Background: an optimization exercise with open tools, aiming at small area, a short achievable clock period and few clock cycles per item. Do not read the settings as production practice.
At most, simulation tests tie the RTL to the original design; equivalence was not proved.
Function not checked in run 2: the RTL went through the layout flow alone.
Power is estimated from default activity; no workload was simulated.

==> flow/run.sh <==
#!/bin/bash
# synth_recipe.tcl (not shown) runs the flow's synth.tcl, then flattens the netlist and writes it again
# the make line also repeats each setting of config.mk as NAME=value (left out here)
make -C /OpenROAD-flow-scripts/flow DESIGN_CONFIG=/design/flow/config.mk WORK_HOME=/design/flow/orfs CLKGATE_MAP_FILE= SYNTH_SCRIPT=/design/flow/synth_recipe.tcl finish
==> flow/config.mk <==
export PLATFORM = sky130hd
export DESIGN_NAME = fft_4pt
export DESIGN_NICKNAME = fft_4pt
export VERILOG_FILES = /design/flow/design.v
export SDC_FILE = /design/flow/constraint.sdc
export NUM_CORES = 4
export LEC_CHECK = 0
export CAP_MARGIN = 20
export CORE_MARGIN = 2
export CORE_UTILIZATION = 40
export SLEW_MARGIN = 20
==> flow/constraint.sdc <==
create_clock -name core_clock -period 3.0 [get_ports {clk}]
set_input_delay 0.6000 -clock core_clock [delete_from_list [all_inputs] [get_ports {clk}]]
set_output_delay 0.6000 -clock core_clock [all_outputs]
set_load 0.01 [all_outputs]
==> flow/design.v <==
module fft_4pt #(
    parameter DATA_WIDTH = 16
) (
    input clk,
    input rst_n,
    input data_valid_in,
    input  signed [DATA_WIDTH-1:0] x0_r,
    input  signed [DATA_WIDTH-1:0] x0_i,
    input  signed [DATA_WIDTH-1:0] x1_r,
    input  signed [DATA_WIDTH-1:0] x1_i,
    input  signed [DATA_WIDTH-1:0] x2_r,
    input  signed [DATA_WIDTH-1:0] x2_i,
    input  signed [DATA_WIDTH-1:0] x3_r,
    input  signed [DATA_WIDTH-1:0] x3_i,
    output data_valid_out,
    output signed [DATA_WIDTH+1:0] X0_r,
    output signed [DATA_WIDTH+1:0] X0_i,
    output signed [DATA_WIDTH+1:0] X1_r,
    output signed [DATA_WIDTH+1:0] X1_i,
    output signed [DATA_WIDTH+1:0] X2_r,
    output signed [DATA_WIDTH+1:0] X2_i,
    output signed [DATA_WIDTH+1:0] X3_r,
    output signed [DATA_WIDTH+1:0] X3_i
);
    localparam S1_WIDTH = DATA_WIDTH + 1;
    localparam S2_WIDTH = DATA_WIDTH + 2;
    reg signed [DATA_WIDTH-1:0] x0_r_reg, x0_i_reg;
    reg signed [DATA_WIDTH-1:0] x2_r_reg, x2_i_reg;
    reg signed [DATA_WIDTH-1:0] x1_r_reg, x1_i_reg;
    reg signed [DATA_WIDTH-1:0] x3_r_reg, x3_i_reg;
    reg valid_s0;
    always @(posedge clk or negedge rst_n) begin
        if (!rst_n) begin
            x0_r_reg <= 0; x0_i_reg <= 0;
            x2_r_reg <= 0; x2_i_reg <= 0;
            x1_r_reg <= 0; x1_i_reg <= 0;
            x3_r_reg <= 0; x3_i_reg <= 0;
            valid_s0 <= 1'b0;
        end else begin
            x0_r_reg <= x0_r; x0_i_reg <= x0_i;
            x2_r_reg <= x2_r; x2_i_reg <= x2_i;
            x1_r_reg <= x1_r; x1_i_reg <= x1_i;
            x3_r_reg <= x3_r; x3_i_reg <= x3_i;
            valid_s0 <= data_valid_in;
        end
    end
    wire signed [S1_WIDTH-1:0] A_r, A_i, B_r, B_i;
    wire signed [S1_WIDTH-1:0] C_r, C_i, D_r, D_i;
    assign A_r = x0_r_reg + x2_r_reg;
    assign A_i = x0_i_reg + x2_i_reg;
    assign B_r = x0_r_reg - x2_r_reg;
    assign B_i = x0_i_reg - x2_i_reg;
    assign C_r = x1_r_reg + x3_r_reg;
    assign C_i = x1_i_reg + x3_i_reg;
    assign D_r = x1_r_reg - x3_r_reg;
    assign D_i = x1_i_reg - x3_i_reg;
    reg signed [S1_WIDTH-1:0] A_r_reg, A_i_reg, B_r_reg, B_i_reg;
    reg signed [S1_WIDTH-1:0] C_r_reg, C_i_reg, D_r_reg, D_i_reg;
    reg valid_s1;
    always @(posedge clk or negedge rst_n) begin
        if (!rst_n) begin
            A_r_reg <= 0; A_i_reg <= 0;
            B_r_reg <= 0; B_i_reg <= 0;
            C_r_reg <= 0; C_i_reg <= 0;
            D_r_reg <= 0; D_i_reg <= 0;
            valid_s1 <= 1'b0;
        end else begin
            A_r_reg <= A_r; A_i_reg <= A_i;
            B_r_reg <= B_r; B_i_reg <= B_i;
            C_r_reg <= C_r; C_i_reg <= C_i;
            D_r_reg <= D_r; D_i_reg <= D_i;
            valid_s1 <= valid_s0;
        end
    end
    wire signed [S2_WIDTH-1:0] X0_r_w, X0_i_w;
    wire signed [S2_WIDTH-1:0] X1_r_w, X1_i_w;
    wire signed [S2_WIDTH-1:0] X2_r_w, X2_i_w;
    wire signed [S2_WIDTH-1:0] X3_r_w, X3_i_w;
    assign X0_r_w = A_r_reg + C_r_reg;
    assign X0_i_w = A_i_reg + C_i_reg;
    assign X1_r_w = B_r_reg + D_i_reg;
    assign X1_i_w = B_i_reg - D_r_reg;
    assign X2_r_w = A_r_reg - C_r_reg;
    assign X2_i_w = A_i_reg - C_i_reg;
    assign X3_r_w = B_r_reg - D_i_reg;
    assign X3_i_w = B_i_reg + D_r_reg;
    reg signed [S2_WIDTH-1:0] X0_r_reg, X0_i_reg;
    reg signed [S2_WIDTH-1:0] X1_r_reg, X1_i_reg;
    reg signed [S2_WIDTH-1:0] X2_r_reg, X2_i_reg;
    reg signed [S2_WIDTH-1:0] X3_r_reg, X3_i_reg;
    reg valid_s2;
    always @(posedge clk or negedge rst_n) begin
        if (!rst_n) begin
            X0_r_reg <= 0; X0_i_reg <= 0;
            X1_r_reg <= 0; X1_i_reg <= 0;
            X2_r_reg <= 0; X2_i_reg <= 0;
            X3_r_reg <= 0; X3_i_reg <= 0;
            valid_s2 <= 1'b0;
        end else begin
            X0_r_reg <= X0_r_w; X0_i_reg <= X0_i_w;
            X1_r_reg <= X1_r_w; X1_i_reg <= X1_i_w;
            X2_r_reg <= X2_r_w; X2_i_reg <= X2_i_w;
            X3_r_reg <= X3_r_w; X3_i_reg <= X3_i_w;
            valid_s2 <= valid_s1;
        end
    end
    assign X0_r = X0_r_reg;
    assign X0_i = X0_i_reg;
    assign X1_r = X1_r_reg;
    assign X1_i = X1_i_reg;
    assign X2_r = X2_r_reg;
    assign X2_i = X2_i_reg;
    assign X3_r = X3_r_reg;
    assign X3_i = X3_i_reg;
    assign data_valid_out = valid_s2;
endmodule
==> results.ini, run 1 <==
[clocking]
cts_made_buffers=47
cts_buffer_depth=3
cts.sinks=403
clk_pin_slew_ns=0.06
cts_max_level=2
cts_tree=yes
root_buffer=clkbuf_16
clk_latency_ns=0.58

[cells_and_area]
num-fill-cells=5354
final_common_cell=dfrtp_1
mostFrequentLayoutCells=403 x dfrtp_1, 274 x clkdlybuf4s50_1, 264 x ha_1, 261 x inv_1
antenna_cells=0
multi_input_area_mm2=0.0121
final-seq-area_mm2=0.0101
nets=3045
area.growth.synth_to_final_pct=22.0
drive_above_1_share=0.0525

[worst_hold_path]
hp-start=valid_s0
hold_class=reg2reg

[power]
peakVddDrop_v=0.000510
power.leakage_nw=13.0
p_total_mw=23.7
power_density_mw_per_mm2=825

[timing]
period_minus_slack_ns=2.77
rsz0062_at_grt=no
worst_pin_slew_ns=0.658
fmax_mhz=361
skew_ns=0.0172
min_period_over_period=0.923
finalHoldViolations=0
setup_viol_count_final=0
tns_ns=0
maxSlewHeadroom=0.555
maxSlewViolCount=0

[yosys]
synth_fp_nets=2777
synth_enable_flop_cells=0
yosysSeqAreaShare=0.429
async_flop_share=1.00
ys_types=87
syn-mean-instance-area_um2=9.93
synth_flop_cell=dfrtp_1
ys_seq_elements=403
yosys_warnings=1
netlist_area_mm2=0.0235
synth_cells=2366

[route]
antenna_left=0
firstDrtPassIters=5
wirelength_um=63100
drc=0
viasPerCell=5.17
drt-wirelength-per-cell_um=18.4
vias=17700
drt_iter0_drc=974

[floorplan]
dieHeight_um=246
io_pins=276
dieArea_mm2=0.0607
core-area_mm2=0.0579
num_rows=88
die_w_um=246
start_util=0.406

[status]
status=timing/DRC/antenna clean

[job]
maxCapViolations=0

[critical_path]
worstPathCellList=inv_1 -> ha_1 -> inv_1 -> fa_1 -> a21o_1 -> a21oi_1 -> o21ai_0 -> a41oi_2 -> o21ba_2 -> o21ai_0 -> xnor2_1
cp-startpoint=B_i_reg[0]
path_buf_inv=2
startpoint_type=register
endpoint_kind=register
reg2reg_slack_ns=0.23
cp_max_fo=3
r2r-start=B_i_reg[0]
cpMaxStageDelayCell=dfrtp_1
max_stage_delay_ns=0.40
arrival_ns=3.21
cp_top_family=compound AO/OA/AOI/OAI gates
critPathRequiredTime_ns=3.44
crit_type=reg2reg

[placed_design]
hpwl_um=49200
io_buffers=275
place.gp.congestion=0.899

[global_routing]
antenna_found_initial=5
grt_pass1_wl_um=99400
grt_pass1_vias=18100
grt_max_degree=74
grt_overflow=0
grt_usage=0.210

## through the flow
step	setup slack, ns	hold WS [ns]	std cells	area (um2)	utilization
3_5_place_dp	0.166	0.337	3348	27100	0.468
2_1_floorplan	0.601	0.304	2366	23500	-
5_1_grt	0.0779	0.359	3433	28700	0.495
4_1_cts	0.155	0.350	3432	28700	0.495
6_report	0.232	0.347	3433	28700	0.495
3_3_place_gp	0.199	0.339	3348	27100	0.468
## cells in the mapped netlist, types with 8 or more instances
cell,count,share of area
o211ai_1,21,0.0067
nand2b_1,42,0.011
nor3_1,68,0.014
nor4_1,24,0.0064
a211oi_1,25,0.0080
nor2b_1,42,0.011
o21ai_1,10,0.0021
o21ai_0,79,0.017
nand4_1,10,0.0027
a211o_1,10,0.0037
ha_1,264,0.14
xnor2_1,145,0.054
mux2i_1,8,0.0034
o31ai_1,25,0.0080
a21oi_1,184,0.039
inv_1,261,0.042
fa_1,16,0.014
o21bai_1,34,0.011
a31oi_1,24,0.0064
o21a_1,28,0.0089
and3_1,12,0.0032
xor2_1,45,0.017
a2111oi_0,8,0.0030
clkbuf_1,58,0.0093
buf_2,17,0.0036
a21boi_0,9,0.0029
nand3_1,29,0.0062
dfrtp_1,403,0.43
or3_1,20,0.0053
a21o_1,40,0.013
nand2_1,78,0.012
nor2_1,184,0.029
o31a_1,13,0.0048
## metal layers
| metal | vias to the layer above | track usage | share of wire |
|---|---|---|---|
| li1 | 8644 | - | - |
| met1 | 8599 | 0.292 | 0.46 |
| met2 | 394 | 0.333 | 0.46 |
| met3 | 91 | 0.0349 | 0.048 |
| met4 | 8 | 0.0687 | 0.030 |
| met5 | - | 0 | 0.00074 |
## worst paths after layout
check / to / cells past startpoint
setup / recovery: X1_i_reg[14] / 11
hold / removal: valid_s1 / 0
setup reg to reg: X1_i_reg[14] / 11
hold reg to reg: valid_s1 / 0
max in group asynchronous: X2_i_reg[8] / 3
min in group asynchronous: X0_r_reg[9] / 2
## worst reg2reg max path, delay by kind of cell (launching register included)
family	cells	cell delay, ns
AO/OA/AOI/OAI	6	1.34
adder cells (fa/ha/maj)	2	0.58
flip-flops	1	0.40
buffers and inverters	2	0.16
XOR/XNOR	1	0.15
## power by group
group	internal (mW)	total (mW)	leakage (nW)	switching (mW)
logic	4.82	10.4	7.54	5.56
clock network	3.32	5.60	0.748	2.28
registers	6.88	7.67	4.70	0.786
total	15.0	23.7	13.0	8.62
## area by class of cell
type | instances | area share
Inverter | 263 | 0.0344
Sequential cell | 403 | 0.352
Timing Repair Buffer | 306 | 0.107
Clock inverter | 17 | 0.00510
Multi-Input combinational cell | 1613 | 0.420
Clock buffer | 66 | 0.0485
Tap cell | 765 | 0.0334
## repair_timing
action                                  CTS  global route
hold buffers                              1             0
setup buffers                             0             1
endpoints found under the hold margin    11             0
endpoints found under the setup margin    0             4
gates resized for setup                   0             1
## logic make-up after synthesis
logic type / synth area share
AO/OA/AOI/OAI: 0.168
XOR/XNOR: 0.0708
multiplexers: 0.00389
adder cells (fa/ha/maj): 0.154
AND/OR/NAND/NOR: 0.116
buffers and inverters: 0.0581
flip-flops: 0.429
Testbench counts, summed over its fixed seeds: cycles 8,024, items 8,000.
==> inputs of run 2 (changes only) <==
--- a/flow/design.v
+++ b/flow/design.v
@@ -30,18 +30,15 @@
     reg signed [DATA_WIDTH-1:0] x3_r_reg, x3_i_reg;
     reg valid_s0;
     always @(posedge clk or negedge rst_n) begin
-        if (!rst_n) begin
-            x0_r_reg <= 0; x0_i_reg <= 0;
-            x2_r_reg <= 0; x2_i_reg <= 0;
-            x1_r_reg <= 0; x1_i_reg <= 0;
-            x3_r_reg <= 0; x3_i_reg <= 0;
-            valid_s0 <= 1'b0;
-        end else begin
+        if (!rst_n) valid_s0 <= 1'b0;
+        else        valid_s0 <= data_valid_in;
+    end
+    always @(posedge clk) begin
+        begin
             x0_r_reg <= x0_r; x0_i_reg <= x0_i;
             x2_r_reg <= x2_r; x2_i_reg <= x2_i;
             x1_r_reg <= x1_r; x1_i_reg <= x1_i;
             x3_r_reg <= x3_r; x3_i_reg <= x3_i;
-            valid_s0 <= data_valid_in;
         end
     end
     wire signed [S1_WIDTH-1:0] A_r, A_i, B_r, B_i;
@@ -58,18 +55,15 @@
     reg signed [S1_WIDTH-1:0] C_r_reg, C_i_reg, D_r_reg, D_i_reg;
     reg valid_s1;
     always @(posedge clk or negedge rst_n) begin
-        if (!rst_n) begin
-            A_r_reg <= 0; A_i_reg <= 0;
-            B_r_reg <= 0; B_i_reg <= 0;
-            C_r_reg <= 0; C_i_reg <= 0;
-            D_r_reg <= 0; D_i_reg <= 0;
-            valid_s1 <= 1'b0;
-        end else begin
+        if (!rst_n) valid_s1 <= 1'b0;
+        else        valid_s1 <= valid_s0;
+    end
+    always @(posedge clk) begin
+        begin
             A_r_reg <= A_r; A_i_reg <= A_i;
             B_r_reg <= B_r; B_i_reg <= B_i;
             C_r_reg <= C_r; C_i_reg <= C_i;
             D_r_reg <= D_r; D_i_reg <= D_i;
-            valid_s1 <= valid_s0;
         end
     end
     wire signed [S2_WIDTH-1:0] X0_r_w, X0_i_w;
@@ -90,18 +84,15 @@
     reg signed [S2_WIDTH-1:0] X3_r_reg, X3_i_reg;
     reg valid_s2;
     always @(posedge clk or negedge rst_n) begin
-        if (!rst_n) begin
-            X0_r_reg <= 0; X0_i_reg <= 0;
-            X1_r_reg <= 0; X1_i_reg <= 0;
-            X2_r_reg <= 0; X2_i_reg <= 0;
-            X3_r_reg <= 0; X3_i_reg <= 0;
-            valid_s2 <= 1'b0;
-        end else begin
+        if (!rst_n) valid_s2 <= 1'b0;
+        else        valid_s2 <= valid_s1;
+    end
+    always @(posedge clk) begin
+        begin
             X0_r_reg <= X0_r_w; X0_i_reg <= X0_i_w;
             X1_r_reg <= X1_r_w; X1_i_reg <= X1_i_w;
             X2_r_reg <= X2_r_w; X2_i_reg <= X2_i_w;
             X3_r_reg <= X3_r_w; X3_i_reg <= X3_i_w;
-            valid_s2 <= valid_s1;
         end
     end
     assign X0_r = X0_r_reg;
==> run 2 against run 1 <==
Net effect:
- sequential share of layout area down 4.2 points
- register-to-register slack better by 0.04 ns
- critical path depth down 2
- sequential cell count did not move
- worst setup slack improved by 0.036 ns
- clock power shrank 0.9%
- final cell count fell by 4.4%
- area after synthesis is 9.2% lower
- non-clock buffer count down 23
- die area down 9.1%
- hold slack worse by 0.13 ns
==> results.ini, run 2 <==
[cells_and_area]
nets=2970  ; was 3,045
drive_above_1_share=0.0478  ; was 0.0525
fin_util=0.496  ; was 0.495
design_area_mm2=0.0261  ; was 0.0287 mm2
num-fill-cells=4918  ; was 5,354
area.growth.synth_to_final_pct=22.4  ; was 22.0%
final_common_cell=dfxtp_1  ; was dfrtp_1
mostFrequentLayoutCells=400 x dfxtp_1, 275 x clkdlybuf4s50_1, 264 x ha_1, 262 x inv_1, 178 x nor2_1  ; was 403 x dfrtp_1, 274 x clkdlybuf4s50_1, 264 x ha_1, 261 x inv_1

[clocking]
clk_latency_ns=0.58  ; about the same
cts_made_buffers=45  ; was 47
cts.sinks=403  ; unchanged
cts_tree=yes  ; unchanged
hold_buffers=0  ; was 1
ctsResizeCount=0  ; unchanged
root_buffer=clkbuf_16  ; unchanged
cts_buffer_depth=3  ; unchanged
cts_max_level=2  ; unchanged
cts_setup_buffers=0  ; unchanged
clk_pin_slew_ns=0.06  ; about the same

[yosys]
ys_types=90  ; was 87
ys_seq_elements=403  ; unchanged
yosys_warnings=1  ; unchanged
synth_area_leader_cell=dfxtp_1  ; was dfrtp_1
synth_top_cells_by_area=dfxtp_1 38%, ha_1 15%, xnor2_1 6.1%, inv_1 4.6%, a21oi_1 4.2%  ; was dfrtp_1 43%, ha_1 14%, xnor2_1 5.4%, inv_1 4.2%, a21oi_1 3.9%
synth_cells=2306  ; was 2,366
netlist_area_mm2=0.0213  ; was 0.0235 mm2
synth_fp_nets=2717  ; was 2,777
synth_top_area_share=0.375  ; was 0.429
async_flop_share=0.00744  ; was 1.00
synthTopCellsByCount=400 x dfxtp_1, 264 x ha_1, 262 x inv_1, 178 x nor2_1, 177 x a21oi_1  ; was 403 x dfrtp_1, 264 x ha_1, 261 x inv_1, 184 x a21oi_1, 184 x nor2_1
yosysSeqAreaShare=0.379  ; was 0.429
synth_most_common_cell=dfxtp_1  ; was dfrtp_1
synth_flop_cell=dfxtp_1  ; was dfrtp_1
synth_enable_flop_cells=0  ; unchanged
syn-mean-instance-area_um2=9.25  ; was 9.93 um2

[timing]
maxSlewViolCount=0  ; unchanged
tns_ns=0  ; unchanged
worst_pin_slew_ns=0.786  ; was 0.658 ns
finalWorstSetupSlack_ns=0.268  ; was 0.232 ns
min_period_over_period=0.911  ; was 0.923
finalHoldViolations=0  ; unchanged
fmax_mhz=366  ; was 361 MHz
rsz0062_at_grt=no  ; unchanged
period_minus_slack_ns=2.73  ; was 2.77 ns
setup_viol_count_final=0  ; unchanged
maxSlewHeadroom=0.470  ; was 0.555
skew_ns=0.0230  ; was 0.0172 ns

[critical_path]
crit_type=reg2reg  ; unchanged
endpoint_kind=register  ; unchanged
critPathRequiredTime_ns=3.46  ; was 3.44 ns
startpoint_type=register  ; unchanged
cpMaxStageDelayCell=a221oi_2  ; was dfrtp_1
arrival_ns=3.19  ; was 3.21 ns
cp_top_family=compound AO/OA/AOI/OAI gates  ; unchanged
r2r-start=D_i_reg[0]  ; was B_i_reg[0]
worstPathCellList=ha_1 -> inv_1 -> fa_1 -> a21o_1 -> a21oi_2 -> o211ai_1 -> a221oi_2 -> o21ai_1 -> a211o_1  ; was inv_1 -> ha_1 -> inv_1 -> fa_1 -> a21o_1 -> a21oi_1 -> o21ai_0 -> a41oi_2 -> o21ba_2 -> o21ai_0 -> xnor2_1
max_stage_delay_ns=0.45  ; was 0.40 ns
path_buf_inv=1  ; was 2
cp_max_fo=4  ; was 3
reg2reg_slack_ns=0.27  ; was 0.23 ns
cp-startpoint=D_i_reg[0]  ; was B_i_reg[0]

[power]
internal_power_mw=14.9  ; was 15.0 mW
peakVddDrop_v=0.000538  ; was 0.000510 V
p_total_mw=23.2  ; was 23.7 mW
power_density_mw_per_mm2=889  ; was 825 mW/mm2
swShare=0.357  ; was 0.365
clock_power_share=0.239  ; was 0.237
p_seq_frac=0.329  ; was 0.324
p_comb_frac=0.432  ; was 0.439
power.leakage_nw=11.4  ; was 13.0 nW
p_sw_mw=8.27  ; was 8.62 mW

[floorplan]
die_w_um=235  ; was 246 um
dieHeight_um=235  ; was 246 um
start_util=0.405  ; was 0.406
dieArea_mm2=0.0552  ; was 0.0607 mm2
num_rows=84  ; was 88
io_pins=276  ; unchanged
core-area_mm2=0.0527  ; was 0.0579 mm2

[route]
vias=16500  ; was 17,700
firstDrtPassIters=6  ; was 5
antenna_left=0  ; unchanged
drt_iter0_drc=962  ; was 974
drc=0  ; unchanged
drt-wirelength-per-cell_um=17.0  ; was 18.4 um
viasPerCell=5.03  ; was 5.17
wirelength_um=55800  ; was 63,100 um

[placed_design]
io_buffers=275  ; unchanged
placed_cell_area_mm2=0.0246  ; was 0.0271 mm2
place.gp.congestion=0.883  ; was 0.899
dp_slack_ns=0.307  ; was 0.166 ns
hpwl_um=44500  ; was 49,200 um

[job]
maxCapViolations=0  ; unchanged

[global_routing]
grt_pass1_vias=16300  ; was 18,100
grt_pass1_wl_um=87300  ; was 99,400 um
grt_max_degree=21  ; was 74
grt_overflow=0  ; unchanged
grt_usage=0.197  ; was 0.210
antenna_found_initial=4  ; was 5

[worst_hold_path]
hold_class=in2async  ; was reg2reg

[status]
status=timing/DRC/antenna clean  ; unchanged

## run 2: cell types whose count changed in the layout (fill, tap and decap cells not counted), moves of 10 or more
cell     previous run  this run
o21ai_0            79        69
dfxtp_1             0       400
nor3_1             68        57
dfrtp_1           403         3
buf_4              25         8
## run 2: cell type report
class,count,area [um2],share of cell area
Multi-Input combinational cell,1563,11900,0.454
Sequential cell,403,8080,0.310
Timing Repair Buffer,283,2810,0.108
Clock buffer,63,1300,0.0500
Inverter,263,987,0.0378
Tap cell,688,861,0.0330
Clock inverter,17,188,0.00719
Antenna cell,1,2.50,0.0000959
## run 2: path summary, 6_finish.rpt
kind	to	cells past startpoint
max	X3_r_reg[16]	9
min in group core_clock	valid_s2	0
min reg2reg	valid_s2	0
max in group asynchronous	valid_s2	1
min	valid_s0	1
max reg2reg	X3_r_reg[16]	9
## run 2: metrics by stage
step / instances / hold WS, ns
after floorplan: 2306 / 0.304
after global placement: 3200 / 0.342
after detailed placement: 3200 / 0.339
after CTS: 3280 / 0.181
after global routing: 3280 / 0.203
final: 3281 / 0.215
## run 2: power groups by stage
| stage | logic, mW | registers, mW | clock network (mW) |
|---|---|---|---|
| after global routing | 11.0 | 7.78 | 5.89 |
| after global placement | 9.99 | 7.74 | 0 |
| after CTS | 10.1 | 7.68 | 5.70 |
| after detailed placement | 9.99 | 7.77 | 0 |
| after floorplan | 5.80 | 7.97 | 0 |
| final | 10.0 | 7.63 | 5.55 |
## run 2: cell families after synthesis
group / count (synthesis) / synth area share
compound gates: 557 / 0.180
simple gates: 528 / 0.125
flops: 403 / 0.379
buf+inv: 340 / 0.0651
fa+ha+maj: 280 / 0.170
xor+xnor: 192 / 0.0788
mux: 6 / 0.00282
## run 2: routing by layer
layer,track usage,part of all wire,vias to the layer above
met4,0.0579,0.023,4
met2,0.324,0.46,371
met3,0.0345,0.049,75
met1,0.263,0.47,7685
met5,0,0.00047,-
li1,-,-,8380
==> inputs of run 3 (changes only) <==
==> flow/design.v (replaced) <==
module fft_4pt #(
    parameter DATA_WIDTH = 16
) (
    input clk,
    input rst_n,
    input data_valid_in,
    input  signed [DATA_WIDTH-1:0] x0_r,
    input  signed [DATA_WIDTH-1:0] x0_i,
    input  signed [DATA_WIDTH-1:0] x1_r,
    input  signed [DATA_WIDTH-1:0] x1_i,
    input  signed [DATA_WIDTH-1:0] x2_r,
    input  signed [DATA_WIDTH-1:0] x2_i,
    input  signed [DATA_WIDTH-1:0] x3_r,
    input  signed [DATA_WIDTH-1:0] x3_i,
    output data_valid_out,
    output signed [DATA_WIDTH+1:0] X0_r,
    output signed [DATA_WIDTH+1:0] X0_i,
    output signed [DATA_WIDTH+1:0] X1_r,
    output signed [DATA_WIDTH+1:0] X1_i,
    output signed [DATA_WIDTH+1:0] X2_r,
    output signed [DATA_WIDTH+1:0] X2_i,
    output signed [DATA_WIDTH+1:0] X3_r,
    output signed [DATA_WIDTH+1:0] X3_i
);
    localparam S1 = DATA_WIDTH + 1;
    reg signed [S1-1:0] A_r, A_i, B_r, B_i, C_r, C_i, D_r, D_i;
    always @(posedge clk) begin
        A_r <= x0_r + x2_r;  A_i <= x0_i + x2_i;
        B_r <= x0_r - x2_r;  B_i <= x0_i - x2_i;
        C_r <= x1_r + x3_r;  C_i <= x1_i + x3_i;
        D_r <= x1_r - x3_r;  D_i <= x1_i - x3_i;
    end
    reg valid_s1;
    always @(posedge clk or negedge rst_n) begin
        if (!rst_n) valid_s1 <= 1'b0;
        else        valid_s1 <= data_valid_in;
    end
    reg signed [S1:0] Y0_r, Y0_i, Y1_r, Y1_i, Y2_r, Y2_i, Y3_r, Y3_i;
    always @(posedge clk) begin
        Y0_r <= A_r + C_r;  Y0_i <= A_i + C_i;
        Y1_r <= B_r + D_i;  Y1_i <= B_i - D_r;
        Y2_r <= A_r - C_r;  Y2_i <= A_i - C_i;
        Y3_r <= B_r - D_i;  Y3_i <= B_i + D_r;
    end
    reg valid_s2;
    always @(posedge clk or negedge rst_n) begin
        if (!rst_n) valid_s2 <= 1'b0;
        else        valid_s2 <= valid_s1;
    end
    assign X0_r = Y0_r;  assign X0_i = Y0_i;
    assign X1_r = Y1_r;  assign X1_i = Y1_i;
    assign X2_r = Y2_r;  assign X2_i = Y2_i;
    assign X3_r = Y3_r;  assign X3_i = Y3_i;
    assign data_valid_out = valid_s2;
endmodule
==> run 3 against run 2 <==
Net effect:
- sequential share of layout area down 7.4 points
- largest power group unchanged
- still clean
- combinational power is essentially flat
- die area decreased by 15%
- first-iteration DRC count fell by 2.8%
- synthesized cell count down 8.5%
- largest cell class unchanged
- critical path type unchanged
==> results.ini, run 3 <==
[clocking]
clk_latency_ns=0.54  ; was 0.58 ns
root_buffer=clkbuf_16  ; unchanged
clk_pin_slew_ns=0.06  ; about the same
cts.sinks=274  ; was 403
cts_max_level=2  ; unchanged
cts_setup_buffers=0  ; unchanged
cts_made_buffers=34  ; was 45
cts_buffer_depth=3  ; unchanged
cts_tree=yes  ; unchanged

[critical_path]
cp_top_family=compound AO/OA/AOI/OAI gates  ; unchanged
arrival_ns=3.32  ; was 3.19 ns
crit_type=reg2reg  ; unchanged
endpoint_kind=register  ; unchanged
r2r_end=Y1_i[16]  ; was X3_r_reg[16]
cp-startpoint=B_i[0]  ; was D_i_reg[0]
cp_max_fo=3  ; was 4
reg2reg_slack_ns=0.15  ; was 0.27 ns
cpMaxStageDelayCell=o41ai_1  ; was a221oi_2
critPathRequiredTime_ns=3.47  ; was 3.46 ns
max_stage_delay_ns=0.46  ; was 0.45 ns
path_buf_inv=3  ; was 1
reg2reg_depth=11  ; was 9
worstPathCellList=inv_1 -> ha_1 -> inv_1 -> fa_1 -> a21oi_1 -> o21ai_0 -> o41ai_1 -> buf_4 -> nor4_1 -> o41ai_1 -> xnor2_1  ; was ha_1 -> inv_1 -> fa_1 -> a21o_1 -> a21oi_2 -> o211ai_1 -> a221oi_2 -> o21ai_1 -> a211o_1
startpoint_type=register  ; unchanged
r2r-start=B_i[0]  ; was D_i_reg[0]

[yosys]
netlist_area_mm2=0.0180  ; was 0.0213 mm2
yosys.area_share.simple=0.126  ; was 0.125
ys_seq_elements=274  ; was 403
ys_types=78  ; was 90
muxShareOfSynthArea=0.00167  ; was 0.00282
async_flop_share=0.00730  ; was 0.00744
synth_top_cells_by_area=dfxtp_1 30%, ha_1 18%, xnor2_1 7.5%, inv_1 5.1%, a21oi_1 5.0%  ; was dfxtp_1 38%, ha_1 15%, xnor2_1 6.1%, inv_1 4.6%, a21oi_1 4.2%
synth_xor_area_frac=0.104  ; was 0.0788
yosys.area_share.adder=0.201  ; was 0.170
synth_most_common_cell=dfxtp_1  ; unchanged
synthTopCellsByCount=272 x dfxtp_1, 264 x ha_1, 244 x inv_1, 180 x nor2_1, 179 x a21oi_1  ; was 400 x dfxtp_1, 264 x ha_1, 262 x inv_1, 178 x nor2_1, 177 x a21oi_1
synth_top_family_by_area=adder cells  ; was compound AO/OA/AOI/OAI gates
synth_fp_nets=2522  ; was 2,717
yosys_warnings=1  ; unchanged
synth_enable_flop_cells=0  ; unchanged
synth_flop_cell=dfxtp_1  ; unchanged
synth_compound_area_frac=0.189  ; was 0.180
synth_top_area_share=0.302  ; was 0.375
synth_cells=2111  ; was 2,306
syn-mean-instance-area_um2=8.53  ; was 9.25 um2
yosysSeqAreaShare=0.305  ; was 0.379
synth_area_leader_cell=dfxtp_1  ; unchanged

[route]
viasPerCell=5.10  ; was 5.03
drc=0  ; unchanged
firstDrtPassIters=5  ; was 6
wirelength_um=53300  ; was 55,800 um
vias=15700  ; was 16,500
drt_iter0_drc=935  ; was 962
antenna_left=0  ; unchanged
drt-wirelength-per-cell_um=17.3  ; was 17.0 um

[timing]
maxSlewHeadroom=0.618  ; was 0.470
skew_ns=0.0131  ; was 0.0230 ns
rsz0062_at_grt=yes  ; was no
finalWorstSetupSlack_ns=0.152  ; was 0.268 ns
worst_pin_slew_ns=0.558  ; was 0.786 ns
period_minus_slack_ns=2.85  ; was 2.73 ns
fmax_mhz=351  ; was 366 MHz
finalHoldViolations=0  ; unchanged
setup_viol_count_final=0  ; unchanged
hold_slack_ns=0.231  ; was 0.215 ns
min_period_over_period=0.949  ; was 0.911
maxSlewViolCount=0  ; unchanged

[floorplan]
core-area_mm2=0.0443  ; was 0.0527 mm2
start_util=0.406  ; was 0.405
die_w_um=216  ; was 235 um
num_rows=77  ; was 84
dieArea_mm2=0.0467  ; was 0.0552 mm2
io_pins=276  ; unchanged
dieHeight_um=216  ; was 235 um

[placed_design]
place.gp.congestion=0.955  ; was 0.883
hpwl_um=43500  ; was 44,500 um
io_buffers=275  ; unchanged
dp_slack_ns=-0.267  ; was 0.307 ns
placed_cells=3024  ; was 3,200

[cells_and_area]
antenna_cells=0  ; was 1
area.growth.synth_to_final_pct=29.7  ; was 22.4%
final_cell_count_no_fill=3084  ; was 3,281
final_common_cell=clkdlybuf4s50_1  ; was dfxtp_1
mostFrequentLayoutCells=275 x clkdlybuf4s50_1, 271 x dfxtp_1, 264 x ha_1, 244 x inv_1, 180 x nor2_1  ; was 400 x dfxtp_1, 275 x clkdlybuf4s50_1, 264 x ha_1, 262 x inv_1, 178 x nor2_1
nets=2879  ; was 2,970
drive_above_1_share=0.0887  ; was 0.0478

[global_routing]
grt_usage=0.224  ; was 0.197
grt_pass1_wl_um=83300  ; was 87,300 um
antenna_found_initial=0  ; was 4
grt_pass1_vias=15600  ; was 16,300
grt_max_degree=16  ; was 21
grt_overflow=0  ; unchanged

[power]
power.leakage_nw=10.6  ; was 11.4 nW
p_total_mw=20.2  ; was 23.2 mW
clock_power_share=0.219  ; was 0.239
p_comb_frac=0.495  ; was 0.432
p_sw_mw=7.52  ; was 8.27 mW
peakVddDrop_v=0.000608  ; was 0.000538 V
power_density_mw_per_mm2=864  ; was 889 mW/mm2
p_seq_frac=0.286  ; was 0.329
swShare=0.373  ; was 0.357
internal_power_mw=12.6  ; was 14.9 mW

[status]
status=timing/DRC/antenna clean  ; unchanged

[worst_hold_path]
hold_class=in2async  ; unchanged

[job]
maxCapViolations=0  ; unchanged

==> run 3: area by class of cell <==
class                   instances  area (um2)
inverters                     249         935
multi-input cells            1497       11200
well taps                     592         741
clock buffers                  45         993
clock inverters                15         214
repair buffers                412        3780
fillers                      4261       21000
flip-flops and latches        274        5500
==> run 3: through the flow <==
step           utilization  setup TNS [ns]  instance area, um2
6_report             0.527               0               23400
5_1_grt              0.527         -0.0124               23400
4_1_cts              0.527               0               23400
3_5_place_dp         0.500           -2.86               22100
3_3_place_gp         0.500           -1.73               22100
2_1_floorplan            -               0               18000
==> run 3: power by group through the flow <==
stage | sequential, mW | clock (mW) | combinational, mW
after floorplan | 6.08 | 0 | 5.37
after global placement | 5.84 | 0 | 9.93
after detailed placement | 5.85 | 0 | 9.92
after CTS | 5.80 | 4.54 | 10.0
after global routing | 5.90 | 4.66 | 10.9
final | 5.77 | 4.41 | 9.99
==> run 3: worst max path at each step <==
stage / endpoint / slack [ns] / depth (start not counted)
floorplan: B_r[16] / 0.48 / 10
global placement: D_r[15] / -0.22 / 10
detailed placement: D_r[15] / -0.27 / 10
CTS: Y1_i[12] / 0.13 / 11
global route: Y1_i[12] / -0.01 / 12
finish: Y1_i[16] / 0.15 / 11
==> run 3: kinds of logic (layout without fill, tap and decap cells) <==
| kind of cell | count (synthesis) | count (layout) |
|---|---|---|
| fa+ha+maj | 280 | 280 |
| flops | 274 | 274 |
| mux | 3 | 3 |
| simple gates | 474 | 474 |
| compound gates | 527 | 527 |
| xor+xnor | 213 | 213 |
| buf+inv | 340 | 721 |
==> run 3: per-layer routing <==
layer | vias to the layer above | global-route usage | part of all wire | wire length (um)
li1 | 7847 | - | - | -
met1 | 7445 | 0.304 | 0.47 | 25200
met2 | 364 | 0.365 | 0.45 | 24100
met3 | 74 | 0.0359 | 0.045 | 2410
met4 | 0 | 0.0701 | 0.028 | 1520
met5 | - | 0 | 0 | 0
==> run 3: timing repair <==
item                       4_1_cts  5_1_grt
gates resized for setup          0        3
setup endpoints to repair        0        4
hold buffers                     0        0
Testbench counts of run 3, summed over its fixed seeds: cycles 8,016, items 8,000.
==> inputs of run 4 (changes only) <==
--- a/flow/config.mk
+++ b/flow/config.mk
@@ -7,5 +7,6 @@
 export LEC_CHECK = 0
 export CAP_MARGIN = 20
 export CORE_MARGIN = 2
-export CORE_UTILIZATION = 40
+export CORE_UTILIZATION = 65
+export CTS_BUF_LIST = sky130_fd_sc_hd__clkbuf_4 sky130_fd_sc_hd__clkbuf_8
 export SLEW_MARGIN = 20
==> run 4 against run 3 <==
Net effect:
- still clean
- power fell by 4.3%
- first-iteration DRC count rose by 58%
- combinational power fell by 1%
- clock skew rose by 0.0015 ns
- sequential share of layout area rose by 0.70 points
- register-to-register slack barely moved
- final cell count fell by 7.6%
- non-clock buffer count fell by 33
- critical path type is now in2reg
- largest cell class unchanged
- largest power group unchanged
==> results.ini, run 4 <==
[status]
status=timing/DRC/antenna clean  ; unchanged

[floorplan]
start_util=0.665  ; was 0.406
num_rows=60  ; was 77
dieArea_mm2=0.0291  ; was 0.0467 mm2
dieHeight_um=170  ; was 216 um
io_pins=276  ; unchanged
core-area_mm2=0.0271  ; was 0.0443 mm2
die_w_um=170  ; was 216 um

[route]
firstDrtPassIters=6  ; was 5
drt_iter0_drc=1477  ; was 935
viasPerCell=5.85  ; was 5.10
antenna_left=0  ; unchanged
drc=0  ; unchanged
vias=16700  ; was 15,700
drt-wirelength-per-cell_um=18.1  ; was 17.3 um
wirelength_um=51600  ; was 53,300 um

[timing]
tns_ns=0  ; unchanged
finalHoldViolations=0  ; unchanged
maxSlewViolCount=0  ; unchanged
setup_viol_count_final=0  ; unchanged
worst_pin_slew_ns=0.679  ; was 0.558 ns
maxSlewHeadroom=0.545  ; was 0.618
min_period_over_period=0.955  ; was 0.949
fmax_mhz=349  ; was 351 MHz
rsz0062_at_grt=no  ; was yes
period_minus_slack_ns=2.87  ; was 2.85 ns
skew_ns=0.0146  ; was 0.0131 ns

[power]
power.leakage_nw=10.3  ; was 10.6 nW
peakVddDrop_v=0.000662  ; was 0.000608 V
power_density_mw_per_mm2=852  ; was 864 mW/mm2
p_total_mw=19.3  ; was 20.2 mW

[clocking]
cts_buffer_depth=3  ; unchanged
clk_latency_ns=0.56  ; was 0.54 ns
cts.sinks=274  ; unchanged
cts_tree=yes  ; unchanged
root_buffer=clkbuf_8  ; was clkbuf_16
clk_pin_slew_ns=0.06  ; about the same
cts_max_level=2  ; unchanged
hold_buffers=0  ; unchanged
cts_setup_buffers=0  ; unchanged
cts_made_buffers=46  ; was 34
ctsResizeCount=0  ; unchanged

[critical_path]
critPathRequiredTime_ns=3.45  ; was 3.47 ns
cpMaxStageDelayCell=clkdlybuf4s50_1  ; was o41ai_1
r2r-start=D_r[0]  ; was B_i[0]
reg2reg_slack_ns=0.16  ; was 0.15 ns
startpoint_type=input pin  ; was register
r2r_end=Y0_r[14]  ; was Y1_i[16]
endpoint_kind=register  ; unchanged
arrival_ns=3.32  ; about the same
worstPathCellList=clkdlybuf4s50_1 -> inv_1 -> ha_1 -> fa_1 -> nand2b_1 -> a21oi_1 -> o211a_1 -> o211ai_1 -> a21boi_0 -> o21ai_0 -> a31o_2  ; was inv_1 -> ha_1 -> inv_1 -> fa_1 -> a21oi_1 -> o21ai_0 -> o41ai_1 -> buf_4 -> nor4_1 -> o41ai_1 -> xnor2_1
max_stage_delay_ns=0.47  ; was 0.46 ns
cp_max_fo=2  ; was 3
crit_type=in2reg  ; was reg2reg
reg2reg_depth=9  ; was 11

[yosys]
synthTopCellsByCount=272 x dfxtp_1, 264 x ha_1, 244 x inv_1, 180 x nor2_1, 179 x a21oi_1  ; unchanged
synth_top_cells_by_area=dfxtp_1 30%, ha_1 18%, xnor2_1 7.5%, inv_1 5.1%, a21oi_1 5.0%  ; unchanged
synth_fp_nets=2522  ; unchanged
yosysSeqAreaShare=0.305  ; unchanged
netlist_area_mm2=0.0180  ; unchanged
ys_types=78  ; unchanged
synth_area_leader_cell=dfxtp_1  ; unchanged
synth_top_area_share=0.302  ; unchanged
syn-mean-instance-area_um2=8.53  ; unchanged
synth_flop_cell=dfxtp_1  ; unchanged
async_flop_share=0.00730  ; unchanged
synth_most_common_cell=dfxtp_1  ; unchanged
ys_seq_elements=274  ; unchanged
synth_enable_flop_cells=0  ; unchanged
yosys_warnings=1  ; unchanged
synth_cells=2111  ; unchanged

[cells_and_area]
drive_above_1_share=0.0843  ; was 0.0887
nets=2858  ; was 2,879
final_common_cell=clkdlybuf4s50_1  ; unchanged
mostFrequentLayoutCells=275 x clkdlybuf4s50_1, 272 x dfxtp_1, 264 x ha_1, 244 x inv_1, 180 x nor2_1  ; was 275 x clkdlybuf4s50_1, 271 x dfxtp_1, 264 x ha_1, 244 x inv_1, 180 x nor2_1
design_area_mm2=0.0227  ; was 0.0234 mm2
fin_util=0.837  ; was 0.527
area.growth.synth_to_final_pct=25.9  ; was 29.7%
antenna_cells=0  ; unchanged

[placed_design]
placed_cell_area_mm2=0.0216  ; was 0.0221 mm2
place.gp.congestion=1.01  ; was 0.955
hpwl_um=40300  ; was 43,500 um
io_buffers=275  ; unchanged

[global_routing]
grt_overflow=0  ; unchanged
grt_pass1_vias=16300  ; was 15,600
antenna_found_initial=0  ; unchanged
grt_pass1_wl_um=81300  ; was 83,300 um
grt_usage=0.348  ; was 0.224
grt_max_degree=16  ; unchanged

[worst_hold_path]
hold_class=in2async  ; unchanged

[job]
maxCapViolations=0  ; unchanged

run 4: cell counts after synthesis:
No cell type changed its count.
run 4: cells by family (layout without fill, tap and decap cells):
| logic type | Yosys count | in the layout | synth area share |
|---|---|---|---|
| AND/OR/NAND/NOR | 474 | 474 | 0.126 |
| AO/OA/AOI/OAI | 527 | 527 | 0.189 |
| flip-flops | 274 | 274 | 0.305 |
| adder cells (fa/ha/maj) | 280 | 280 | 0.201 |
| buffers and inverters | 340 | 708 | 0.0734 |
| multiplexers | 3 | 3 | 0.00167 |
| XOR/XNOR | 213 | 213 | 0.104 |
run 4: power by group:
part	switching (mW)	internal [mW]	leakage (nW)	total, mW
registers	0.657	5.08	2.32	5.73
clock network	1.49	2.20	0.551	3.70
logic	5.15	4.72	7.48	9.88
total	7.30	12.0	10.3	19.3
run 4: worst max path at each step:
stage,from,end,slack (ns)
floorplan,x0_r[0],B_r[16],0.48
global placement,x0_r[0],B_r[16],-0.13
detailed placement,x0_r[0],B_r[16],-0.21
CTS,D_r[0],Y0_r[14],0.20
global route,x0_r[0],B_r[16],0.01
finish,x0_r[0],B_r[16],0.13
run 4: area by class of cell:
cell class | instances | area [um2]
Clock buffer | 74 | 968
Clock inverter | 6 | 82.6
Fill cell | 1636 | 4430
Inverter | 249 | 935
Multi-Input combinational cell | 1497 | 11200
Sequential cell | 274 | 5500
Tap cell | 372 | 465
Timing Repair Buffer | 379 | 3530
run 4: critical path, delay by kind of cell:
family	cells	cell delay [ns]
AOI/OAI and AO/OA	6	1.36
and+or+nand+nor	1	0.19
buffers and inverters	2	0.53
adders and majority gates	2	0.64
run 4: routing by layer:
metal  track usage  vias up  wire length, um
li1              -     7829                -
met1         0.418     7812            20500
met2         0.613      863            25100
met3        0.0558      178             3840
met4         0.153        0             2180
met5             0        -                0
run 4: metrics by stage:
step / hold WS, ns / setup slack [ns] / cells
final: 0.202 / 0.134 / 2851
after detailed placement: 0.351 / -0.215 / 2771
after global routing: 0.203 / 0.0101 / 2851
after global placement: 0.342 / -0.130 / 2771
after floorplan: 0.304 / 0.484 / 2111
after CTS: 0.194 / 0.204 / 2851
==> inputs of run 5 (changes only) <==
==> flow/flow/run.sh (new file) <==
#!/bin/bash
# The standard layout (standard.sh), with the port buffers that buffer_ports
# inserts made of plain buf_2 cells instead of its default delay buffer.
set -euo pipefail
cd "$(dirname "$0")/.."
echo "export BUFFER_PORTS_ARGS = -buffer_cell sky130_fd_sc_hd__buf_2" >> config.mk
bash standard.sh > standard.log 2>&1
==> flow/standard.sh (new file) <==
#!/bin/bash
# synth_recipe.tcl (not shown) runs the flow's synth.tcl, then flattens the netlist and writes it again
# the make line also repeats each setting of config.mk as NAME=value (left out here)
make -C /OpenROAD-flow-scripts/flow DESIGN_CONFIG=/design/flow/config.mk WORK_HOME=/design/flow/orfs CLKGATE_MAP_FILE= SYNTH_SCRIPT=/design/flow/synth_recipe.tcl "${@:-finish}"
--- a/flow/config.mk
+++ b/flow/config.mk
@@ -10,3 +10,4 @@
 export CORE_UTILIZATION = 65
 export CTS_BUF_LIST = sky130_fd_sc_hd__clkbuf_4 sky130_fd_sc_hd__clkbuf_8
 export SLEW_MARGIN = 20
+export BUFFER_PORTS_ARGS = -buffer_cell sky130_fd_sc_hd__buf_2
removed: flow/run.sh
==> run 5 against run 4 <==
Net effect:
- first-iteration DRC count shrank 16%
- global-route usage down 2.0 points
- sequential power fell by 0.9%
- utilization is 7.6 points lower
- critical path depth down 2
- design area decreased by 9.1%
- clock power is 8.6% lower
- hold slack worse by 0.026 ns
- die area stayed put
- final cell count decreased by 2.7%
- fmax up 5.2%
- via count down 3.8%
- critical endpoint is now Y2_r[17]
==> results.ini, run 5 <==
[status]
status=timing/DRC/antenna clean  ; unchanged

[job]
maxCapViolations=0  ; unchanged

[floorplan]
io_pins=276  ; unchanged
core-area_mm2=0.0271  ; unchanged
start_util=0.665  ; unchanged
num_rows=60  ; unchanged
dieHeight_um=170  ; unchanged
die_w_um=170  ; unchanged
dieArea_mm2=0.0291  ; unchanged

[route]
antenna_left=0  ; unchanged
vias=16000  ; was 16,700
drt-wirelength-per-cell_um=17.7  ; was 18.1 um
firstDrtPassIters=6  ; unchanged
wirelength_um=49200  ; was 51,600 um
drc=0  ; unchanged
viasPerCell=5.79  ; was 5.85
drt_iter0_drc=1235  ; was 1,477

[clocking]
cts_made_buffers=44  ; was 46
cts_tree=yes  ; unchanged
root_buffer=clkbuf_8  ; unchanged
hold_buffers=1  ; was 0
cts_setup_buffers=0  ; unchanged
cts_buffer_depth=3  ; unchanged
cts.sinks=274  ; unchanged
cts_max_level=2  ; unchanged
clk_latency_ns=0.56  ; about the same
ctsResizeCount=0  ; unchanged
clk_pin_slew_ns=0.07  ; was 0.06 ns

[critical_path]
cp_max_fo=3  ; was 2
worstPathCellList=inv_1 -> ha_1 -> nor2b_1 -> o31ai_1 -> a21oi_1 -> and3_1 -> o22ai_1 -> o21ai_0 -> a221oi_1  ; was clkdlybuf4s50_1 -> inv_1 -> ha_1 -> fa_1 -> nand2b_1 -> a21oi_1 -> o211a_1 -> o211ai_1 -> a21boi_0 -> o21ai_0 -> a31o_2
critPathRequiredTime_ns=3.44  ; was 3.45 ns
cp_top_family=compound AO/OA/AOI/OAI gates  ; unchanged
crit_type=reg2reg  ; was in2reg
max_stage_delay_ns=0.44  ; was 0.47 ns
cpMaxStageDelayCell=o31ai_1  ; was clkdlybuf4s50_1
arrival_ns=3.17  ; was 3.32 ns
endpoint_kind=register  ; unchanged
startpoint_type=register  ; was input pin
path_buf_inv=1  ; was 2

[yosys]
netlist_area_mm2=0.0180  ; unchanged
yosysSeqAreaShare=0.305  ; unchanged
async_flop_share=0.00730  ; unchanged
synth_fp_nets=2522  ; unchanged
ys_seq_elements=274  ; unchanged
synth_most_common_cell=dfxtp_1  ; unchanged
yosys_warnings=1  ; unchanged
synth_area_leader_cell=dfxtp_1  ; unchanged
synth_top_area_share=0.302  ; unchanged
synth_cells=2111  ; unchanged
synth_enable_flop_cells=0  ; unchanged
synthTopCellsByCount=272 x dfxtp_1, 264 x ha_1, 244 x inv_1, 180 x nor2_1, 179 x a21oi_1  ; unchanged
synth_flop_cell=dfxtp_1  ; unchanged
syn-mean-instance-area_um2=8.53  ; unchanged
synth_top_cells_by_area=dfxtp_1 30%, ha_1 18%, xnor2_1 7.5%, inv_1 5.1%, a21oi_1 5.0%  ; unchanged
ys_types=78  ; unchanged

[global_routing]
grt_pass1_wl_um=76500  ; was 81,300 um
grt_max_degree=16  ; unchanged
grt_pass1_vias=15400  ; was 16,300
grt_overflow=0  ; unchanged
grt_usage=0.328  ; was 0.348
antenna_found_initial=0  ; unchanged

[cells_and_area]
nets=2779  ; was 2,858
mostFrequentLayoutCells=275 x buf_2, 272 x dfxtp_1, 264 x ha_1, 244 x inv_1, 180 x nor2_1  ; was 275 x clkdlybuf4s50_1, 272 x dfxtp_1, 264 x ha_1, 244 x inv_1, 180 x nor2_1
num-fill-cells=2042  ; was 1,636
final_cell_count_no_fill=2773  ; was 2,851
area.growth.synth_to_final_pct=14.4  ; was 25.9%
final_common_cell=buf_2  ; was clkdlybuf4s50_1
drive_above_1_share=0.169  ; was 0.0843
antenna_cells=0  ; unchanged

[timing]
period_minus_slack_ns=2.72  ; was 2.87 ns
finalHoldViolations=0  ; unchanged
maxSlewHeadroom=0.568  ; was 0.545
fmax_mhz=367  ; was 349 MHz
rsz0062_at_grt=no  ; unchanged
setup_viol_count_final=0  ; unchanged
worst_pin_slew_ns=0.631  ; was 0.679 ns
skew_ns=0.0303  ; was 0.0146 ns
maxSlewViolCount=0  ; unchanged
min_period_over_period=0.908  ; was 0.955
tns_ns=0  ; unchanged

[power]
clock_power_share=0.191  ; about the same
peakVddDrop_v=0.000585  ; was 0.000662 V
p_sw_mw=7.15  ; was 7.30 mW
power_density_mw_per_mm2=860  ; was 852 mW/mm2
p_comb_frac=0.489  ; was 0.512
swShare=0.404  ; was 0.378
p_seq_frac=0.321  ; was 0.297
power.leakage_nw=9.94  ; was 10.3 nW
internal_power_mw=10.6  ; was 12.0 mW

[placed_design]
io_buffers=275  ; unchanged
hpwl_um=39100  ; was 40,300 um
placed_cells=2693  ; was 2,771
place.gp.congestion=0.967  ; was 1.01

[worst_hold_path]
hold_class=in2reg  ; was in2async

[run 5: cell types whose count changed in the layout (fill, tap and decap cells not counted), sizes merged]
cell / change
clkinvlp: -1
bufinv: -1
buf: +197
clkdlybuf4s50: -275
clkbuf: -9
clkinv: +10
dlygate4sd3: +1
[run 5: routing by layer]
layer,vias up,share of wire,track usage
met3,144,0.071,0.0512
met2,692,0.47,0.565
li1,7657,-,-
met4,0,0.040,0.129
met5,-,0,0
met1,7553,0.42,0.412
[run 5: cell type report]
| class | count | area (um2) | share of cell area |
|---|---|---|---|
| Tap cell | 372 | 465 | 0.0226 |
| Clock inverter | 14 | 98.8 | 0.00480 |
| Multi-Input combinational cell | 1497 | 11200 | 0.543 |
| Inverter | 249 | 935 | 0.0454 |
| Sequential cell | 274 | 5500 | 0.267 |
| Timing Repair Buffer | 302 | 1580 | 0.0768 |
| Clock buffer | 65 | 838 | 0.0407 |
[run 5: power groups by stage]
stage | Sequential [mW] | Clock, mW | Combinational [mW]
final | 5.68 | 3.38 | 8.66
after global routing | 5.80 | 3.59 | 9.46
after CTS | 5.68 | 3.42 | 8.57
after detailed placement | 5.74 | 0 | 8.47
after global placement | 5.69 | 0 | 8.33
after floorplan | 6.08 | 0 | 5.37
[run 5: kinds of logic (layout without fill, tap and decap cells)]
family | after synthesis | count (layout) | synth area share
compound gates | 527 | 527 | 0.189
flops | 274 | 274 | 0.305
fa+ha+maj | 280 | 280 | 0.201
simple gates | 474 | 474 | 0.126
xor+xnor | 213 | 213 | 0.104
buf+inv | 340 | 630 | 0.0734
mux | 3 | 3 | 0.00167
[run 5: worst reg2reg max path: cells and delay by family (launching register included)]
kind	cells	cell delay (ns)
flip-flops	1	0.42
adder cells (fa/ha/maj)	1	0.29
buffers and inverters	1	0.11
AND/OR/NAND/NOR	2	0.37
AO/OA/AOI/OAI	5	1.43
[run 5: per-stage QoR]
stage	power (mW)	hold WS, ns	area (um2)	setup slack, ns	utilization
global route	18.9	0.157	20600	0.0588	0.760
detailed placement	14.2	0.339	19700	0.155	0.725
floorplan	11.4	0.304	18000	0.484	-
global placement	14.0	0.343	19700	0.228	0.725
CTS	17.7	0.157	20600	0.306	0.760
finish	17.7	0.177	20600	0.275	0.760
[run 5: path summary, 6_finish.rpt]
path                                    start  endpoint  slack (ns)  cells after the start
worst max register to register         C_r[1]  Y2_r[17]        0.28                      9
worst max-delay path                   C_r[1]  Y2_r[17]        0.28                      9
worst min register to register       valid_s1  valid_s2        0.36                      0
max in group asynchronous               rst_n  valid_s2        2.53                      2
worst min-delay path            data_valid_in  valid_s1        0.18                      1
min in group asynchronous               rst_n  valid_s1        0.38                      2
==> inputs of run 6 (changes only) <==
==> flow/flow/run.sh (replaced) <==
#!/bin/bash
# The standard layout (standard.sh), with the port buffers that buffer_ports
# inserts made of plain buf_1 cells instead of its default delay buffer.
set -euo pipefail
cd "$(dirname "$0")/.."
echo "export BUFFER_PORTS_ARGS = -buffer_cell sky130_fd_sc_hd__buf_1" >> config.mk
bash standard.sh > standard.log 2>&1
==> flow/config.mk (replaced) <==
export PLATFORM = sky130hd
export DESIGN_NAME = fft_4pt
export DESIGN_NICKNAME = fft_4pt
export VERILOG_FILES = /design/flow/design.v
export SDC_FILE = /design/flow/constraint.sdc
export NUM_CORES = 4
export LEC_CHECK = 0
export CAP_MARGIN = 0
export CORE_MARGIN = 2
export CORE_UTILIZATION = 62
export CTS_BUF_LIST = sky130_fd_sc_hd__clkbuf_4 sky130_fd_sc_hd__clkbuf_8
export CTS_CLUSTER_DIAMETER = 60
export CTS_CLUSTER_SIZE = 16
export GPL_TIMING_DRIVEN = 0
export SLEW_MARGIN = 0
export BUFFER_PORTS_ARGS = -buffer_cell sky130_fd_sc_hd__buf_1
==> run 6 against run 5 <==
Net effect:
- sequential cell count stayed put
- wire length down 6.5%
- fmax down 3.8%
- clock skew grew 0.012 ns
- hold slack lost 0.051 ns
- via count decreased by 2.7%
- combinational power is 5.5% lower
- largest power group unchanged
- critical path depth up 1
- utilization decreased by 5.8 points
- still clean
==> results.ini, run 6 <==
[status]
status=timing/DRC/antenna clean  ; unchanged

[placed_design]
dp_slack_ns=-0.186  ; was 0.155 ns
placed_cell_area_mm2=0.0195  ; was 0.0197 mm2
place.gp.congestion=0.951  ; was 0.967
placed_cells=2770  ; was 2,693
io_buffers=275  ; unchanged
hpwl_um=37300  ; was 39,100 um

[timing]
min_period_over_period=0.945  ; was 0.908
finalWorstSetupSlack_ns=0.166  ; was 0.275 ns
skew_ns=0.0424  ; was 0.0303 ns
setup_viol_count_final=0  ; unchanged
maxSlewHeadroom=0.378  ; was 0.568
period_minus_slack_ns=2.83  ; was 2.72 ns
finalHoldViolations=0  ; unchanged
rsz0062_at_grt=yes  ; was no
maxSlewViolCount=0  ; unchanged
fmax_mhz=353  ; was 367 MHz
worst_pin_slew_ns=0.921  ; was 0.631 ns

[yosys]
synth_flop_cell=dfxtp_1  ; unchanged
synth_most_common_cell=dfxtp_1  ; unchanged
ys_seq_elements=274  ; unchanged
syn-mean-instance-area_um2=8.53  ; unchanged
synth_top_cells_by_area=dfxtp_1 30%, ha_1 18%, xnor2_1 7.5%, inv_1 5.1%, a21oi_1 5.0%  ; unchanged
netlist_area_mm2=0.0180  ; unchanged
async_flop_share=0.00730  ; unchanged
synth_enable_flop_cells=0  ; unchanged
synthTopCellsByCount=272 x dfxtp_1, 264 x ha_1, 244 x inv_1, 180 x nor2_1, 179 x a21oi_1  ; unchanged
synth_area_leader_cell=dfxtp_1  ; unchanged
synth_fp_nets=2522  ; unchanged
synth_cells=2111  ; unchanged
yosys_warnings=1  ; unchanged
ys_types=78  ; unchanged
synth_top_area_share=0.302  ; unchanged
yosysSeqAreaShare=0.305  ; unchanged

[floorplan]
dieHeight_um=174  ; was 170 um
dieArea_mm2=0.0304  ; was 0.0291 mm2
die_w_um=174  ; was 170 um
core-area_mm2=0.0286  ; was 0.0271 mm2
start_util=0.629  ; was 0.665
num_rows=62  ; was 60
io_pins=276  ; unchanged

[cells_and_area]
num-fill-cells=2374  ; was 2,042
fin_util=0.702  ; was 0.760
mostFrequentLayoutCells=285 x buf_1, 272 x dfxtp_1, 264 x ha_1, 244 x inv_1, 180 x nor2_1  ; was 275 x buf_2, 272 x dfxtp_1, 264 x ha_1, 244 x inv_1, 180 x nor2_1
nets=2824  ; was 2,779
final_common_cell=buf_1  ; was buf_2
area.growth.synth_to_final_pct=11.7  ; was 14.4%
drive_above_1_share=0.0375  ; was 0.169
final_cell_count_no_fill=2815  ; was 2,773
design_area_mm2=0.0201  ; was 0.0206 mm2

[power]
power_density_mw_per_mm2=811  ; was 860 mW/mm2
peakVddDrop_v=0.000651  ; was 0.000585 V
power.leakage_nw=9.02  ; was 9.94 nW

[clocking]
root_buffer=clkbuf_8  ; unchanged
cts_buffer_depth=3  ; unchanged
clk_latency_ns=0.59  ; was 0.56 ns
cts_max_level=1  ; was 2
cts_setup_buffers=0  ; unchanged
clk_pin_slew_ns=0.11  ; was 0.07 ns
cts.sinks=274  ; unchanged
cts_tree=yes  ; unchanged
cts_made_buffers=24  ; was 44

[critical_path]
cp-startpoint=D_r[2]  ; was C_r[1]
startpoint_type=register  ; unchanged
worstPathCellList=inv_1 -> ha_1 -> buf_2 -> o21a_1 -> o31a_2 -> nor4_1 -> o41ai_1 -> a21boi_1 -> o21ai_0 -> xnor2_1  ; was inv_1 -> ha_1 -> nor2b_1 -> o31ai_1 -> a21oi_1 -> and3_1 -> o22ai_1 -> o21ai_0 -> a221oi_1
cp_max_fo=8  ; was 3
critPathRequiredTime_ns=3.49  ; was 3.44 ns
cpMaxStageDelayCell=o41ai_1  ; was o31ai_1
crit_type=reg2reg  ; unchanged
r2r_end=Y1_i[13]  ; was Y2_r[17]
reg2reg_depth=10  ; was 9
arrival_ns=3.33  ; was 3.17 ns
endpoint_kind=register  ; unchanged
reg2reg_slack_ns=0.17  ; was 0.28 ns
max_stage_delay_ns=0.87  ; was 0.44 ns
r2r-start=D_r[2]  ; was C_r[1]

[global_routing]
antenna_found_initial=3  ; was 0
grt_usage=0.295  ; was 0.328
grt_max_degree=17  ; was 16
grt_pass1_vias=15000  ; was 15,400
grt_overflow=0  ; unchanged
grt_pass1_wl_um=73100  ; was 76,500 um

[route]
viasPerCell=5.54  ; was 5.79
drt_iter0_drc=907  ; was 1,235
vias=15600  ; was 16,000
firstDrtPassIters=7  ; was 6
top_layer=met4  ; unchanged
drc=0  ; unchanged
wl_met1_um=19700  ; was 20,500 um
antenna_left=0  ; unchanged
drt-wirelength-per-cell_um=16.4  ; was 17.7 um
met2RoutedLength_um=22000  ; was 23,200 um
met3_wirelength_um=2670  ; was 3510 um
wirelength_um=46000  ; was 49,200 um

[worst_hold_path]
min_path_cells=1  ; unchanged
hp-start=data_valid_in  ; unchanged
min_to=valid_s1  ; unchanged
hold_class=in2reg  ; unchanged

[job]
maxCapViolations=0  ; unchanged

[run 6: cell counts after synthesis]
No cell type changed its count.
[run 6: logic make-up after synthesis]
group / count (synthesis) / synth area share
compound gates: 527 / 0.189
simple gates: 474 / 0.126
buf+inv: 340 / 0.0734
fa+ha+maj: 280 / 0.201
flops: 274 / 0.305
xor+xnor: 213 / 0.104
mux: 3 / 0.00167
[run 6: where the power goes]
part           switching (mW)  internal, mW
clock network            1.26          1.15
registers               0.645          5.06
logic                    4.94          3.24
[run 6: worst max-delay path by stage]
stage / end / cells past startpoint
2_1_floorplan: B_r[16] / 10
3_3_place_gp: D_i[11] / 10
3_5_place_dp: D_i[11] / 10
4_1_cts: Y1_i[16] / 9
5_1_grt: Y1_i[16] / 9
6_report: Y1_i[13] / 10
[run 6: worst max-delay path: cells and delay by family, from the launching register on]
family	cells	cell delay, ns
AOI/OAI and AO/OA	5	1.65
DFF	1	0.36
and+or+nand+nor	1	0.07
adders and majority gates	1	0.26
xor gates and xnor gates	1	0.15
buffers and inverters	2	0.24
[run 6: layer usage]
metal,up-vias,track usage
li1,7751,-
met1,7256,0.371
met2,505,0.515
met3,96,0.0346
met4,0,0.116
met5,-,0
[run 6: area by class of cell]
| class | instances | area, um2 | share of cell area |
|---|---|---|---|
| Tap cell | 384 | 480 | 0.0239 |
| Sequential cell | 274 | 5500 | 0.273 |
| Clock buffer | 29 | 399 | 0.0198 |
| Buffer | 91 | 388 | 0.0193 |
| Clock inverter | 12 | 149 | 0.00740 |
| Multi-Input combinational cell | 1497 | 11200 | 0.558 |
| Antenna cell | 3 | 7.51 | 0.000373 |
| Timing Repair Buffer | 276 | 1040 | 0.0518 |
| Inverter | 249 | 935 | 0.0465 |
[run 6: metrics by stage]
stage	TNS (ns)	hold WS (ns)	total power, mW
2_1_floorplan	0	0.304	11.4
3_3_place_gp	-0.115	0.343	13.7
3_5_place_dp	-0.363	0.365	13.8
4_1_cts	0	0.104	16.3
5_1_grt	-0.00538	0.109	17.5
6_report	0	0.126	16.3
[run 6: timing repair]
item / CTS / global route
gates resized for setup: 0 / 3
hold buffers: 1 / 0
endpoints found under the setup margin: 0 / 5
hold endpoints to repair: 2 / 0
==> inputs of run 7 (changes only) <==
==> flow/config.mk (replaced) <==
export PLATFORM = sky130hd
export DESIGN_NAME = fft_4pt
export DESIGN_NICKNAME = fft_4pt
export VERILOG_FILES = /design/flow/design.v
export SDC_FILE = /design/flow/constraint.sdc
export NUM_CORES = 4
export LEC_CHECK = 0
export CAP_MARGIN = 20
export CORE_MARGIN = 2
export CORE_UTILIZATION = 62
export CTS_BUF_LIST = sky130_fd_sc_hd__clkbuf_4 sky130_fd_sc_hd__clkbuf_8
export CTS_CLUSTER_DIAMETER = 60
export CTS_CLUSTER_SIZE = 16
export SLEW_MARGIN = 20
export BUFFER_PORTS_ARGS = -buffer_cell sky130_fd_sc_hd__buf_1
==> run 7 against run 6 <==
Net effect:
- critical path type unchanged
- sequential share of layout area up 0.36 points
- area after synthesis unchanged
- global-route usage up 0.77 points
- largest cell class unchanged
- die area unchanged
- wire length up 2.3%
==> results.ini, run 7 <==
[route]
viasPerCell=5.62  ; was 5.54
wirelength_um=47100  ; was 46,000 um
antenna_left=0  ; unchanged
vias=15400  ; was 15,600
firstDrtPassIters=6  ; was 7

[yosys]
yosysSeqAreaShare=0.305  ; unchanged
yosys_warnings=1  ; unchanged
syn-mean-instance-area_um2=8.53  ; unchanged
async_flop_share=0.00730  ; unchanged
synth_cells=2111  ; unchanged
synthTopCellsByCount=272 x dfxtp_1, 264 x ha_1, 244 x inv_1, 180 x nor2_1, 179 x a21oi_1  ; unchanged
synth_top_area_share=0.302  ; unchanged
synth_enable_flop_cells=0  ; unchanged
ys_types=78  ; unchanged
synth_fp_nets=2522  ; unchanged

[worst_hold_path]
min_path_cells=1  ; unchanged
hold_class=in2reg  ; unchanged

[global_routing]
grt_usage=0.302  ; was 0.295
grt_pass1_vias=14800  ; was 15,000
grt_pass1_wl_um=75300  ; was 73,100 um

[cells_and_area]
design_area_mm2=0.0198  ; was 0.0201 mm2
area.growth.synth_to_final_pct=10.2  ; was 11.7%
final_common_cell=buf_1  ; unchanged
drive_above_1_share=0.0389  ; was 0.0375

[critical_path]
cpMaxStageDelayCell=o41ai_1  ; unchanged
worstPathCellList=inv_1 -> ha_1 -> nand2b_1 -> a221oi_1 -> nor2_1 -> o41ai_1 -> a21oi_1 -> a21oi_1 -> xnor2_1  ; was inv_1 -> ha_1 -> buf_2 -> o21a_1 -> o31a_2 -> nor4_1 -> o41ai_1 -> a21boi_1 -> o21ai_0 -> xnor2_1
reg2reg_depth=9  ; was 10
max_stage_delay_ns=0.53  ; was 0.87 ns
startpoint_type=register  ; unchanged
r2r-start=C_i[1]  ; was D_r[2]
r2r_end=Y0_i[15]  ; was Y1_i[13]
critPathRequiredTime_ns=3.51  ; was 3.49 ns

[status]
status=timing/DRC/antenna clean  ; unchanged

[clocking]
cts_made_buffers=24  ; unchanged
clk_pin_slew_ns=0.09  ; was 0.11 ns
root_buffer=clkbuf_8  ; unchanged

[floorplan]
num_rows=62  ; unchanged
die_w_um=174  ; unchanged
start_util=0.629  ; unchanged
io_pins=276  ; unchanged
dieArea_mm2=0.0304  ; unchanged

[timing]
maxSlewViolCount=0  ; unchanged
worst_pin_slew_ns=0.571  ; was 0.921 ns
period_minus_slack_ns=2.75  ; was 2.83 ns
tns_ns=0  ; unchanged

[placed_design]
hpwl_um=38300  ; was 37,300 um
place.gp.congestion=0.973  ; was 0.951

[power]
peakVddDrop_v=0.000571  ; was 0.000651 V
p_total_mw=16.2  ; was 16.3 mW

## run 7: changes by cell type in the layout (fill, tap and decap cells not counted), moves of 3 or more
| cell | before | now |
|---|---|---|
| clkbuf_8 | 29 | 26 |
| clkbuf_1 | 59 | 0 |
| clkbuf_4 | 0 | 3 |
| buf_4 | 5 | 30 |
| diode_2 | 3 | 0 |
| buf_1 | 285 | 275 |
| clkinv_2 | 5 | 1 |
| buf_2 | 15 | 0 |
## run 7: worst max-delay path: cells and delay by family (launching register included)
family                   cells  cell delay, ns
AO/OA/AOI/OAI                4            1.44
XOR/XNOR                     1            0.13
adder cells (fa/ha/maj)      1            0.29
buffers and inverters        1            0.10
flip-flops                   1            0.39
AND/OR/NAND/NOR              2            0.35
## run 7: metal layers
metal  GRT usage  part of all wire  routed length [um]
met1       0.398              0.44               20500
met2       0.516              0.47               22100
met3      0.0385             0.063                2980
met4      0.0942             0.033                1530
met5           0                 0                   0
## run 7: worst max-delay path by stage
stage | from | cells past startpoint | endpoint | slack [ns]
after global routing | C_i[1] | 9 | Y0_i[15] | 0.04
final | C_i[1] | 9 | Y0_i[15] | 0.25
after detailed placement | x0_r[0] | 11 | B_r[16] | 0.1
after floorplan | x0_r[0] | 10 | B_r[16] | 0.48
after CTS | C_i[1] | 9 | Y0_i[15] | 0.27
after global placement | x0_r[0] | 11 | B_r[16] | 0.23
## run 7: final cells by class
type	count	area [um2]
clock buffers	29	380
clock inverters	8	98.8
fillers	2409	8780
inverters	249	935
multi-input cells	1497	11200
flip-flops and latches	274	5500
well taps	384	480
repair buffers	306	1270
## run 7: kinds of logic after synthesis
group | share of synthesized area
buffers and inverters | 0.0734
XOR/XNOR | 0.104
AO/OA/AOI/OAI | 0.189
flip-flops | 0.305
adder cells (fa/ha/maj) | 0.201
AND/OR/NAND/NOR | 0.126
multiplexers | 0.00167
## run 7: metrics by stage
stage / instances / hold WS, ns
after floorplan: 2111 / 0.304
after global placement: 2709 / 0.343
after detailed placement: 2709 / 0.342
after CTS: 2747 / 0.106
after global routing: 2747 / 0.106
final: 2747 / 0.140
## run 7: what timing repair did
item / in CTS / in global routing
endpoints found under the hold margin: 2 / 0
gates resized for setup: 0 / 0
endpoints found under the setup margin: 0 / 0
hold buffers: 1 / 0
## run 7: power breakdown
| group | internal, mW | switching [mW] | leakage, nW |
|---|---|---|---|
| clock | 0.951 | 1.28 | 0.247 |
| sequential | 5.06 | 0.639 | 2.32 |
| combinational | 3.33 | 4.94 | 6.37 |

Check on run 7: ideal ports give 0.253 ns setup slack; a clkbuf_16 on the clock port and buf_2 on the inputs give 0.253 ns; moving port delays by the midpoint clock arrival (0.613 ns) as well gives 0.065 ns.
